Background: an optimization exercise with open tools, aiming at small area. Do not read the settings as production practice. In this exercise RTL edits were held to simulation tests only and were not proved equivalent to the original. No driver is modelled on the clock port, so clock power and skew are understated where the tree is cut down; a real chip needs a root buffer or a tree. No activity file was given, so power comes from the tool's default toggle rates.

==> flow/design.v (excerpt) <==
module pong(btns, auto, background, pclk, rst, hsync, vsync, red, green, blue);
    input wire pclk;
    input wire rst;
    input wire auto, background;
    input wire[3:0] btns;
    output wire hsync, vsync;
    output wire[4:0] red, blue;
    output wire[5:0] green;
    reg [10:0] q;
    reg [2:0]  m;
    reg [9:0]  hcount, vcount;
    reg [8:0]  pad1, pad2;       
    reg [9:0]  ball_x;           
    reg [7:0]  ball_yh;          
    reg        vel_x, vel_y;     
    genvar i;
    wire m0   = ~|m;
    wire qz   = ~|q;
    wire step = qz & m0;                                            
    wire cnt2 = qz & m[1] & ~m[0];                                  
    wire wrap = q[10] & q[9] & q[6] & q[5] & q[2] & q[1] & m[0];    
    wire [11:0] qc;
    wire [10:0] qn;
    assign qc[0] = m[2];
    generate for (i = 0; i < 11; i = i + 1) begin : g_q
        assign qn[i] = q[i] ^ qc[i];
        assign qc[i+1] = q[i] & qc[i];
    end endgenerate
    always @(posedge pclk) begin
        if (rst | wrap) begin
            q <= 0;
            m <= 0;
        end else begin
            m <= {m[1] & m[0], m[1] ^ m[0], ~m[0] & ~m[2]};
            q <= qn;
        end
    end
    wire hend = hcount[9] & hcount[8] & (&hcount[4:0]);    
    wire vend = vcount[9] & vcount[3];                     
    wire [10:0] hc, vc;
    wire [9:0] hn, vn;
    assign hc[0] = m0;
    assign vc[0] = m0 & hend;
    generate for (i = 0; i < 10; i = i + 1) begin : g_hv
        assign hn[i] = hcount[i] ^ hc[i];
        assign hc[i+1] = hcount[i] & hc[i];
        assign vn[i] = vcount[i] ^ vc[i];
        assign vc[i+1] = vcount[i] & vc[i];
    end endgenerate
    always @(posedge pclk) begin
        if (rst | (m0 & hend))
            hcount <= 0;
        else
            hcount <= hn;
        if (rst | (m0 & hend & vend))
            vcount <= 0;
        else
            vcount <= vn;
    end
  ...
clock: 12.0 ns
lec_check: 0
cap_margin: 20
core_margin: 2
core_utilization: 70
place_density: 0.8
slew_margin: 20
standard.sh (not shown) runs the stock make flow with config.mk's settings and CLKGATE_MAP_FILE= SYNTH_SCRIPT=/design/flow/synth_recipe.tcl, a recipe that flattens the netlist after the stock synthesis.
==> flow/flow/run.sh <==
#!/bin/bash
# Own layout flow: ORFS with an area-oriented synthesis (see synth.tcl), small
# port buffers, no timing-driven buffering in placement, and a small
# hand-built two-level clock tree (cts_hook.tcl) in place of TritonCTS.
set -euo pipefail
cd "$(dirname "$0")/.."
W=$(pwd)
export MY_ABC_SCRIPT=$W/flow/abc.scr
make -C "$FLOW_HOME" DESIGN_CONFIG=$W/config.mk WORK_HOME=$W/orfs CLKGATE_MAP_FILE= \
  SYNTH_SCRIPT=$W/flow/synth.tcl ADDER_MAP_FILE= \
  REMOVE_ABC_BUFFERS=1 GPL_TIMING_DRIVEN=0 \
  PRE_CTS_TCL=$W/flow/cts_hook.tcl \
  "BUFFER_PORTS_ARGS=-buffer_cell sky130_fd_sc_hd__buf_1" \
  finish > $W/make.log 2>&1
R=$W/orfs/results/sky130hd/pong/base
: # left out here: write the final layout as DEF
==> flow/flow/abc.scr <==
strash
&get -n
&deepsyn -T 30
&put
dch -f
amap
==> flow/flow/cts_hook.tcl <==
# PRE_CTS_TCL hook: replaces TritonCTS with a small two-level clock tree
# (clock_tree.tcl). Candidates are tried in order of buffer area, each in a
# separate OpenROAD on the placed design; the first whose worst estimated
# flip-flop clock-pin slew is at most 105 ps is built here.
set dir [file dirname [info script]]
source $dir/clock_tree.tcl
set ::env(CLK_TREE_TCL) $dir/clock_tree.tcl
set cands {
  {4 sky130_fd_sc_hd__clkbuf_8 sky130_fd_sc_hd__clkbuf_8}
  {8 sky130_fd_sc_hd__clkbuf_4 sky130_fd_sc_hd__clkbuf_8}
  {9 sky130_fd_sc_hd__clkbuf_4 sky130_fd_sc_hd__clkbuf_8}
  {5 sky130_fd_sc_hd__clkbuf_8 sky130_fd_sc_hd__clkbuf_8}
  {10 sky130_fd_sc_hd__clkbuf_4 sky130_fd_sc_hd__clkbuf_8}
  {6 sky130_fd_sc_hd__clkbuf_8 sky130_fd_sc_hd__clkbuf_8}
  {12 sky130_fd_sc_hd__clkbuf_4 sky130_fd_sc_hd__clkbuf_8}
  {8 sky130_fd_sc_hd__clkbuf_8 sky130_fd_sc_hd__clkbuf_8}
}
set chosen [lindex $cands end]
foreach c $cands {
  set ::env(CLK_K) [lindex $c 0]
  set ::env(CLK_LEAF) [lindex $c 1]
  set ::env(CLK_ROOT) [lindex $c 2]
  if {[catch {exec openroad -no_init -exit $dir/cts_eval.tcl 2>@1} out]} { puts "clock tree candidate $c failed: $out" }
  set slew 1
  regexp {CTS_EVAL_SLEW ([0-9.eE+-]+)} $out -> slew
  puts "clock tree candidate $c: worst slew $slew"
  if {$slew <= 0.105} { set chosen $c; break }
}
puts "clock tree chosen: $chosen"
build_clock_tree {*}$chosen
proc clock_tree_synthesis {args} { puts "clock_tree_synthesis skipped: clock tree built by cts_hook.tcl" }
==> flow/flow/synth.tcl <==
# The standard flow's synthesis (synth_recipe.tcl) with two changes: no full/half-adder
# extraction (ADDER_MAP_FILE is cleared by run.sh) and an area-oriented ABC
# script in place of ORFS's. Registers are untouched by both.
proc synth {args} { yosys synth -nofsm -noshare {*}$args }
proc abc {args} {
  set i [lsearch -exact $args "-script"]
  if {$i >= 0 && [info exists ::env(MY_ABC_SCRIPT)]} { lset args [expr {$i+1}] $::env(MY_ABC_SCRIPT) }
  yosys abc {*}$args
}
source $::env(SCRIPTS_DIR)/synth.tcl
# left out here: clear keep_hierarchy, flatten, clean up, hide names made inside functions, write 1_2_yosys.v
Other scripts of this flow, unchanged in this note and not shown: flow/flow/clock_tree.tcl, flow/flow/cts_eval.tcl
Then changed:
--- a/flow/flow/run.sh
+++ b/flow/flow/run.sh
@@ -2 +2,2 @@
-# Own layout flow: ORFS with an area-oriented synthesis (see synth.tcl), small
+# Own layout flow: ORFS with an area-oriented synthesis that keeps the best of
+# several ABC scripts (see synth.tcl), small
@@ -8 +9 @@
-export MY_ABC_SCRIPT=$W/flow/abc.scr
+export MY_ABC_SCRIPTS="$(ls $W/flow/abc_*.scr | tr '\n' ' ')"
==> flow/flow/abc_dch.scr (new file) <==
strash
dch -f
amap
==> flow/flow/abc_ds1.scr (new file) <==
strash
&get -n
&deepsyn -T 20 -S 1
&put
dch -f
amap
==> flow/flow/abc_ds2.scr (new file) <==
strash
&get -n
&deepsyn -T 20 -S 2
&put
dch -f
amap
==> flow/flow/abc_ds3.scr (new file) <==
strash
&get -n
&deepsyn -T 20 -S 3
&put
dch -f
amap
==> flow/flow/abc_ds4.scr (new file) <==
strash
&get -n
&deepsyn -T 20 -S 4
&put
dch -f
amap
==> flow/flow/abc_ds5.scr (new file) <==
strash
&get -n
&deepsyn -T 20 -S 5
&put
dch -f
amap
==> flow/flow/abc_ds6.scr (new file) <==
strash
&get -n
&deepsyn -T 20 -S 6
&put
dch -f
amap
==> flow/flow/abc_ds7.scr (new file) <==
strash
&get -n
&deepsyn -T 20 -S 7
&put
dch -f
amap
==> flow/flow/abc_ds8.scr (new file) <==
strash
&get -n
&deepsyn -T 20 -S 8
&put
dch -f
amap
--- a/flow/flow/cts_hook.tcl
+++ b/flow/flow/cts_hook.tcl
@@ -4 +4 @@
-# flip-flop clock-pin slew is at most 105 ps is built here.
+# flip-flop clock-pin slew is at most 100 ps is built here.
@@ -27 +27 @@
-  if {$slew <= 0.105} { set chosen $c; break }
+  if {$slew <= 0.100} { set chosen $c; break }
==> flow/flow/synth.tcl (replaced) <==
# The standard flow's synthesis (synth_recipe.tcl) with two changes: no full/half-adder
# extraction (ADDER_MAP_FILE is cleared by run.sh) and, in place of ORFS's
# single ABC run, several area-oriented ABC scripts tried on the same logic,
# keeping the smallest mapped result. Registers are untouched by both.
proc synth {args} { yosys synth -nofsm -noshare {*}$args }
proc abc {args} {
  set i [lsearch -exact $args "-script"]
  if {$i < 0 || ![info exists ::env(MY_ABC_SCRIPTS)]} { yosys abc {*}$args; return }
  set lib [lindex $::env(LIB_FILES) 0]
  yosys design -save pre_abc
  set best ""
  set best_area 1e30
  foreach s $::env(MY_ABC_SCRIPTS) {
    yosys design -load pre_abc
    lset args [expr {$i+1}] $s
    yosys abc {*}$args
    yosys opt_clean
    set out [tee -q -s result.string stat -liberty $lib]
    set area 1e30
    regexp {Chip area for module[^:]*:\s*([0-9.]+)} $out -> area
    puts "ABC script [file tail $s]: area $area"
    if {$area < $best_area} { set best_area $area; set best $s; yosys design -save best_abc }
  }
  puts "ABC script chosen: [file tail $best] ($best_area)"
  yosys design -load best_abc
}
source $::env(SCRIPTS_DIR)/synth.tcl
# left out here: clear keep_hierarchy, flatten, clean up, hide names made inside functions, write 1_2_yosys.v
removed: flow/flow/abc.scr
What happened:
- The changed run ran to the end with no violations
- critical path depth goes up by 5
- power shrinks by 8.0%
- maximum frequency is about the same
- sequential cell count does not change
- wire length falls by 6.2%
- worst setup slack improves by 17 ps
- register-to-register slack improves by 170 ps
No run of this note takes its clock network from TritonCTS; it comes from the design's own scripts or RTL.

---

pong, a different RTL version from the one above (not shown whole).
For scale: about 620 cells after synthesis, about 74 flip-flops, about 4300 um^2 of cells after synthesis.
export LEC_CHECK = 0
export CAP_MARGIN = 20
export CORE_MARGIN = 2
export CORE_UTILIZATION = 70
export PLACE_DENSITY = 0.8
export SLEW_MARGIN = 20
create_clock -name core_clock -period 12.0 [get_ports {pclk}]
==> flow/flow/run.sh <==
#!/bin/bash
# Own layout flow: ORFS with an area-oriented synthesis that keeps the best of
# several ABC scripts (see synth.tcl), small
# port buffers, no timing-driven buffering in placement, and a small
# hand-built two-level clock tree (cts_hook.tcl) in place of TritonCTS, and
# only small buffers for repair_design (repair_hook.tcl).
set -euo pipefail
cd "$(dirname "$0")/.."
W=$(pwd)
export MY_ABC_SCRIPTS="$(ls $W/flow/abc_*.scr | tr '\n' ' ')"
make -C "$FLOW_HOME" DESIGN_CONFIG=$W/config.mk WORK_HOME=$W/orfs CLKGATE_MAP_FILE= \
  SYNTH_SCRIPT=$W/flow/synth.tcl ADDER_MAP_FILE= \
  REMOVE_ABC_BUFFERS=1 GPL_TIMING_DRIVEN=0 \
  PRE_CTS_TCL=$W/flow/cts_hook.tcl \
  PRE_RESIZE_TCL=$W/flow/repair_hook.tcl PRE_GLOBAL_ROUTE_TCL=$W/flow/repair_hook.tcl \
  "BUFFER_PORTS_ARGS=-buffer_cell sky130_fd_sc_hd__buf_1" \
  finish > $W/make.log 2>&1
R=$W/orfs/results/sky130hd/pong/base
: # left out here: write the final layout as DEF
==> flow/flow/abc_ds1.scr <==
strash
&get -n
&deepsyn -J 50 -T 300 -S 1
&put
dch -f
amap
==> flow/flow/abc_ds10.scr <==
strash
&get -n
&deepsyn -J 50 -T 300 -S 10
&put
dch -f
amap
==> flow/flow/abc_ds11.scr <==
strash
&get -n
&deepsyn -J 50 -T 300 -S 11
&put
dch -f
amap
==> flow/flow/abc_ds12.scr <==
strash
&get -n
&deepsyn -J 50 -T 300 -S 12
&put
dch -f
amap
==> flow/flow/abc_ds13.scr <==
strash
&get -n
&deepsyn -J 50 -T 300 -S 13
&put
dch -f
amap
==> flow/flow/abc_ds14.scr <==
strash
&get -n
&deepsyn -J 50 -T 300 -S 14
&put
dch -f
amap
==> flow/flow/abc_ds15.scr <==
strash
&get -n
&deepsyn -J 50 -T 300 -S 15
&put
dch -f
amap
==> flow/flow/abc_ds16.scr <==
strash
&get -n
&deepsyn -J 50 -T 300 -S 16
&put
dch -f
amap
==> flow/flow/abc_ds2.scr <==
strash
&get -n
&deepsyn -J 50 -T 300 -S 2
&put
dch -f
amap
==> flow/flow/abc_ds3.scr <==
strash
&get -n
&deepsyn -J 50 -T 300 -S 3
&put
dch -f
amap
==> flow/flow/abc_ds4.scr <==
strash
&get -n
&deepsyn -J 50 -T 300 -S 4
&put
dch -f
amap
==> flow/flow/abc_ds5.scr <==
strash
&get -n
&deepsyn -J 50 -T 300 -S 5
&put
dch -f
amap
==> flow/flow/abc_ds6.scr <==
strash
&get -n
&deepsyn -J 50 -T 300 -S 6
&put
dch -f
amap
==> flow/flow/abc_ds7.scr <==
strash
&get -n
&deepsyn -J 50 -T 300 -S 7
&put
dch -f
amap
==> flow/flow/abc_ds8.scr <==
strash
&get -n
&deepsyn -J 50 -T 300 -S 8
&put
dch -f
amap
==> flow/flow/abc_ds9.scr <==
strash
&get -n
&deepsyn -J 50 -T 300 -S 9
&put
dch -f
amap
==> flow/flow/cts_hook.tcl <==
# PRE_CTS_TCL hook: replaces TritonCTS with a small two-level clock tree
# (clock_tree.tcl). Candidates are tried in order of buffer area, each in a
# separate OpenROAD on the placed design; the first whose worst estimated
# flip-flop clock-pin slew is at most 110 ps is built here.
set dir [file dirname [info script]]
source $dir/clock_tree.tcl
set ::env(CLK_TREE_TCL) $dir/clock_tree.tcl
set cands {
  {4 sky130_fd_sc_hd__buf_8 none}
  {5 sky130_fd_sc_hd__buf_8 sky130_fd_sc_hd__buf_4}
  {8 sky130_fd_sc_hd__buf_4 sky130_fd_sc_hd__buf_4}
  {6 sky130_fd_sc_hd__buf_8 sky130_fd_sc_hd__buf_4}
  {9 sky130_fd_sc_hd__buf_4 sky130_fd_sc_hd__buf_4}
  {4 sky130_fd_sc_hd__buf_12 none}
  {7 sky130_fd_sc_hd__buf_8 sky130_fd_sc_hd__buf_4}
  {10 sky130_fd_sc_hd__buf_4 sky130_fd_sc_hd__buf_4}
  {8 sky130_fd_sc_hd__buf_8 sky130_fd_sc_hd__buf_4}
  {8 sky130_fd_sc_hd__clkbuf_8 sky130_fd_sc_hd__clkbuf_8}
}
set chosen [lindex $cands end]
foreach c $cands {
  set ::env(CLK_K) [lindex $c 0]
  set ::env(CLK_LEAF) [lindex $c 1]
  set ::env(CLK_ROOT) [lindex $c 2]
  if {[catch {exec openroad -no_init -exit $dir/cts_eval.tcl 2>@1} out]} { puts "clock tree candidate $c failed: $out" }
  set slew 1
  regexp {CTS_EVAL_SLEW ([0-9.eE+-]+)} $out -> slew
  puts "clock tree candidate $c: worst slew $slew"
  if {$slew <= 0.110} { set chosen $c; break }
}
puts "clock tree chosen: $chosen"
build_clock_tree {*}$chosen
proc clock_tree_synthesis {args} { puts "clock_tree_synthesis skipped: clock tree built by cts_hook.tcl" }
==> flow/flow/repair_hook.tcl <==
# PRE_RESIZE_TCL / PRE_GLOBAL_ROUTE_TCL hook: keep the large buffers and the
# delay cells out of repair_design's reach, so that nets with many loads are
# repaired with small buffers.
set_dont_use [get_lib_cells {sky130_fd_sc_hd__buf_6 sky130_fd_sc_hd__buf_8 sky130_fd_sc_hd__buf_12 sky130_fd_sc_hd__buf_16 sky130_fd_sc_hd__bufbuf_* sky130_fd_sc_hd__clkbuf_8 sky130_fd_sc_hd__clkbuf_16 sky130_fd_sc_hd__clkdlybuf4s* sky130_fd_sc_hd__dlygate4sd* sky130_fd_sc_hd__dlymetal6s*}]
Other scripts of this flow, unchanged in this note and not shown: flow/flow/abc_dch.scr, flow/flow/clock_tree.tcl, flow/flow/cts_eval.tcl, flow/flow/synth.tcl
The starting point ran to the end with no violations.
Rerun with:
==> flow/flow/abc_ds1.scr (replaced) <==
strash
&get -n
&deepsyn -T 20 -S 1
&put
dch -f
amap
==> flow/flow/abc_ds10.scr (replaced) <==
strash
&get -n
&deepsyn -T 20 -S 10
&put
dch -f
amap
==> flow/flow/abc_ds11.scr (replaced) <==
strash
&get -n
&deepsyn -T 20 -S 11
&put
dch -f
amap
==> flow/flow/abc_ds12.scr (replaced) <==
strash
&get -n
&deepsyn -T 20 -S 12
&put
dch -f
amap
==> flow/flow/abc_ds13.scr (replaced) <==
strash
&get -n
&deepsyn -T 20 -S 13
&put
dch -f
amap
==> flow/flow/abc_ds14.scr (replaced) <==
strash
&get -n
&deepsyn -T 20 -S 14
&put
dch -f
amap
==> flow/flow/abc_ds15.scr (replaced) <==
strash
&get -n
&deepsyn -T 20 -S 15
&put
dch -f
amap
==> flow/flow/abc_ds16.scr (replaced) <==
strash
&get -n
&deepsyn -T 20 -S 16
&put
dch -f
amap
==> flow/flow/abc_ds2.scr (replaced) <==
strash
&get -n
&deepsyn -T 20 -S 2
&put
dch -f
amap
==> flow/flow/abc_ds3.scr (replaced) <==
strash
&get -n
&deepsyn -T 20 -S 3
&put
dch -f
amap
==> flow/flow/abc_ds4.scr (replaced) <==
strash
&get -n
&deepsyn -T 20 -S 4
&put
dch -f
amap
==> flow/flow/abc_ds5.scr (replaced) <==
strash
&get -n
&deepsyn -T 20 -S 5
&put
dch -f
amap
==> flow/flow/abc_ds6.scr (replaced) <==
strash
&get -n
&deepsyn -T 20 -S 6
&put
dch -f
amap
==> flow/flow/abc_ds7.scr (replaced) <==
strash
&get -n
&deepsyn -T 20 -S 7
&put
dch -f
amap
==> flow/flow/abc_ds8.scr (replaced) <==
strash
&get -n
&deepsyn -T 20 -S 8
&put
dch -f
amap
==> flow/flow/abc_ds9.scr (replaced) <==
strash
&get -n
&deepsyn -T 20 -S 9
&put
dch -f
amap
Sequential power grows by 14%. Area after synthesis hardly moves. Worst hold slack improves by 0.0036 ns.
Rerun with:
--- a/flow/flow/run.sh
+++ b/flow/flow/run.sh
@@ -5,2 +5 @@
-# hand-built two-level clock tree (cts_hook.tcl) in place of TritonCTS, and
-# only small buffers for repair_design (repair_hook.tcl).
+# hand-built two-level clock tree (cts_hook.tcl) in place of TritonCTS.
@@ -15 +13,0 @@
-  PRE_RESIZE_TCL=$W/flow/repair_hook.tcl PRE_GLOBAL_ROUTE_TCL=$W/flow/repair_hook.tcl \
--- a/flow/flow/cts_hook.tcl
+++ b/flow/flow/cts_hook.tcl
@@ -4 +4 @@
-# flip-flop clock-pin slew is at most 110 ps is built here.
+# flip-flop clock-pin slew is at most 105 ps is built here.
@@ -29 +29 @@
-  if {$slew <= 0.110} { set chosen $c; break }
+  if {$slew <= 0.105} { set chosen $c; break }
removed: flow/flow/abc_ds10.scr
removed: flow/flow/abc_ds11.scr
removed: flow/flow/abc_ds12.scr
removed: flow/flow/abc_ds13.scr
removed: flow/flow/abc_ds14.scr
removed: flow/flow/abc_ds15.scr
removed: flow/flow/abc_ds16.scr
removed: flow/flow/abc_ds9.scr
removed: flow/flow/repair_hook.tcl
Outcome: Power falls by a quarter to a third; routed wire length came out lower by a few percent; clock skew barely changes; register-to-register slack got worse by 0.24 ns; combinational power went down by well over a third; synthesized area barely changes; utilization rises by 0.61 points; clock power grows by a quarter to a third.
Rerun with:
--- a/flow/flow/run.sh
+++ b/flow/flow/run.sh
@@ -5 +5,2 @@
-# hand-built two-level clock tree (cts_hook.tcl) in place of TritonCTS.
+# hand-built two-level clock tree (cts_hook.tcl) in place of TritonCTS, and
+# only small buffers for repair_design (repair_hook.tcl).
@@ -13,0 +15 @@
+  PRE_RESIZE_TCL=$W/flow/repair_hook.tcl PRE_GLOBAL_ROUTE_TCL=$W/flow/repair_hook.tcl \
==> flow/flow/repair_hook.tcl (new file) <==
# PRE_RESIZE_TCL / PRE_GLOBAL_ROUTE_TCL hook: keep the large buffers and the
# delay cells out of repair_design's reach, so that nets with many loads are
# repaired with small buffers.
set_dont_use [get_lib_cells {sky130_fd_sc_hd__buf_6 sky130_fd_sc_hd__buf_8 sky130_fd_sc_hd__buf_12 sky130_fd_sc_hd__buf_16 sky130_fd_sc_hd__bufbuf_* sky130_fd_sc_hd__clkbuf_8 sky130_fd_sc_hd__clkbuf_16 sky130_fd_sc_hd__clkdlybuf4s* sky130_fd_sc_hd__dlygate4sd* sky130_fd_sc_hd__dlymetal6s*}]
The new run ran to the end with no violations.
Total power is unchanged.
Utilization does not change.
Synthesized area stays the same.
Worst setup slack is unchanged.
Clock skew does not change.
Synthesized cell count is unchanged.
Wire length does not change.
Rerun with:
==> flow/flow/abc_ds1.scr (replaced) <==
strash
&get -n
&deepsyn -J 50 -T 300 -S 1
&put
dch -f
amap
==> flow/flow/abc_ds10.scr (new file) <==
strash
&get -n
&deepsyn -J 50 -T 300 -S 10
&put
dch -f
amap
==> flow/flow/abc_ds11.scr (new file) <==
strash
&get -n
&deepsyn -J 50 -T 300 -S 11
&put
dch -f
amap
==> flow/flow/abc_ds12.scr (new file) <==
strash
&get -n
&deepsyn -J 50 -T 300 -S 12
&put
dch -f
amap
==> flow/flow/abc_ds13.scr (new file) <==
strash
&get -n
&deepsyn -J 50 -T 300 -S 13
&put
dch -f
amap
==> flow/flow/abc_ds14.scr (new file) <==
strash
&get -n
&deepsyn -J 50 -T 300 -S 14
&put
dch -f
amap
==> flow/flow/abc_ds15.scr (new file) <==
strash
&get -n
&deepsyn -J 50 -T 300 -S 15
&put
dch -f
amap
==> flow/flow/abc_ds16.scr (new file) <==
strash
&get -n
&deepsyn -J 50 -T 300 -S 16
&put
dch -f
amap
==> flow/flow/abc_ds2.scr (replaced) <==
strash
&get -n
&deepsyn -J 50 -T 300 -S 2
&put
dch -f
amap
==> flow/flow/abc_ds3.scr (replaced) <==
strash
&get -n
&deepsyn -J 50 -T 300 -S 3
&put
dch -f
amap
==> flow/flow/abc_ds4.scr (replaced) <==
strash
&get -n
&deepsyn -J 50 -T 300 -S 4
&put
dch -f
amap
==> flow/flow/abc_ds5.scr (replaced) <==
strash
&get -n
&deepsyn -J 50 -T 300 -S 5
&put
dch -f
amap
==> flow/flow/abc_ds6.scr (replaced) <==
strash
&get -n
&deepsyn -J 50 -T 300 -S 6
&put
dch -f
amap
==> flow/flow/abc_ds7.scr (replaced) <==
strash
&get -n
&deepsyn -J 50 -T 300 -S 7
&put
dch -f
amap
==> flow/flow/abc_ds8.scr (replaced) <==
strash
&get -n
&deepsyn -J 50 -T 300 -S 8
&put
dch -f
amap
==> flow/flow/abc_ds9.scr (new file) <==
strash
&get -n
&deepsyn -J 50 -T 300 -S 9
&put
dch -f
amap
--- a/flow/flow/cts_hook.tcl
+++ b/flow/flow/cts_hook.tcl
@@ -4 +4 @@
-# flip-flop clock-pin slew is at most 105 ps is built here.
+# flip-flop clock-pin slew is at most 110 ps is built here.
@@ -8,0 +9 @@
+  {4 sky130_fd_sc_hd__clkbuf_8 none}
@@ -10 +11 @@
-  {5 sky130_fd_sc_hd__buf_8 sky130_fd_sc_hd__buf_4}
+  {5 sky130_fd_sc_hd__buf_6 sky130_fd_sc_hd__buf_4}
@@ -12 +13 @@
-  {6 sky130_fd_sc_hd__buf_8 sky130_fd_sc_hd__buf_4}
+  {6 sky130_fd_sc_hd__buf_6 sky130_fd_sc_hd__buf_4}
@@ -13,0 +15 @@
+  {5 sky130_fd_sc_hd__clkbuf_8 sky130_fd_sc_hd__buf_4}
@@ -15 +16,0 @@
-  {7 sky130_fd_sc_hd__buf_8 sky130_fd_sc_hd__buf_4}
@@ -17 +17,0 @@
-  {8 sky130_fd_sc_hd__buf_8 sky130_fd_sc_hd__buf_4}
@@ -29 +29 @@
-  if {$slew <= 0.105} { set chosen $c; break }
+  if {$slew <= 0.110} { set chosen $c; break }
Total power decreases by 5.8%.
Wire length falls by 0.32%.
Clock skew stays flat.
Via count goes up by 0.42%.
Cell area shrinks by 0.50%.
Worst setup slack gains 0.18 ns.
No run of this note takes its clock network from TritonCTS; it comes from the design's own scripts or RTL.

## what the ideal ports hide
Ports are ideal in the flow. The routed layouts listed here were re-timed in OpenROAD.
Step 1, drivers: a clkbuf_16 drives pclk and a buf_2 each remaining input, both assumed.
Step 2, shift: input delay + t, output delay - t, t = (earliest + latest rising clock arrival at the registers) / 2. This alone moves slack from input paths to output paths.
a / b / c = ideal / step 1 / step 2; a / b = the first two.
| run | t (ns) | setup WS [ns] | worst setup path at the end |
|---|---|---|---|
| the first run of note 1 | 0.392 | 4.849 / 4.820 / 5.212 | register to output |
| the second run of note 1 | 0.363 | 4.867 / 4.841 / 5.204 | register to output |
| the first run of note 2 | 0.203 | 5.357 / 5.281 / 5.484 | register to output |
| the second run of note 2 | 0.210 | 5.389 / 5.311 / 5.520 | register to output |
| the third run of note 2 | 0.392 | 5.175 / 5.149 / 5.541 | register to output |
| the fourth run of note 2 | 0.392 | 5.175 / 5.149 / 5.541 | register to output |
| the fifth run of note 2 | 0.203 | 5.357 / 5.281 / 5.484 | register to output |
After both steps every run listed still meets setup and hold.
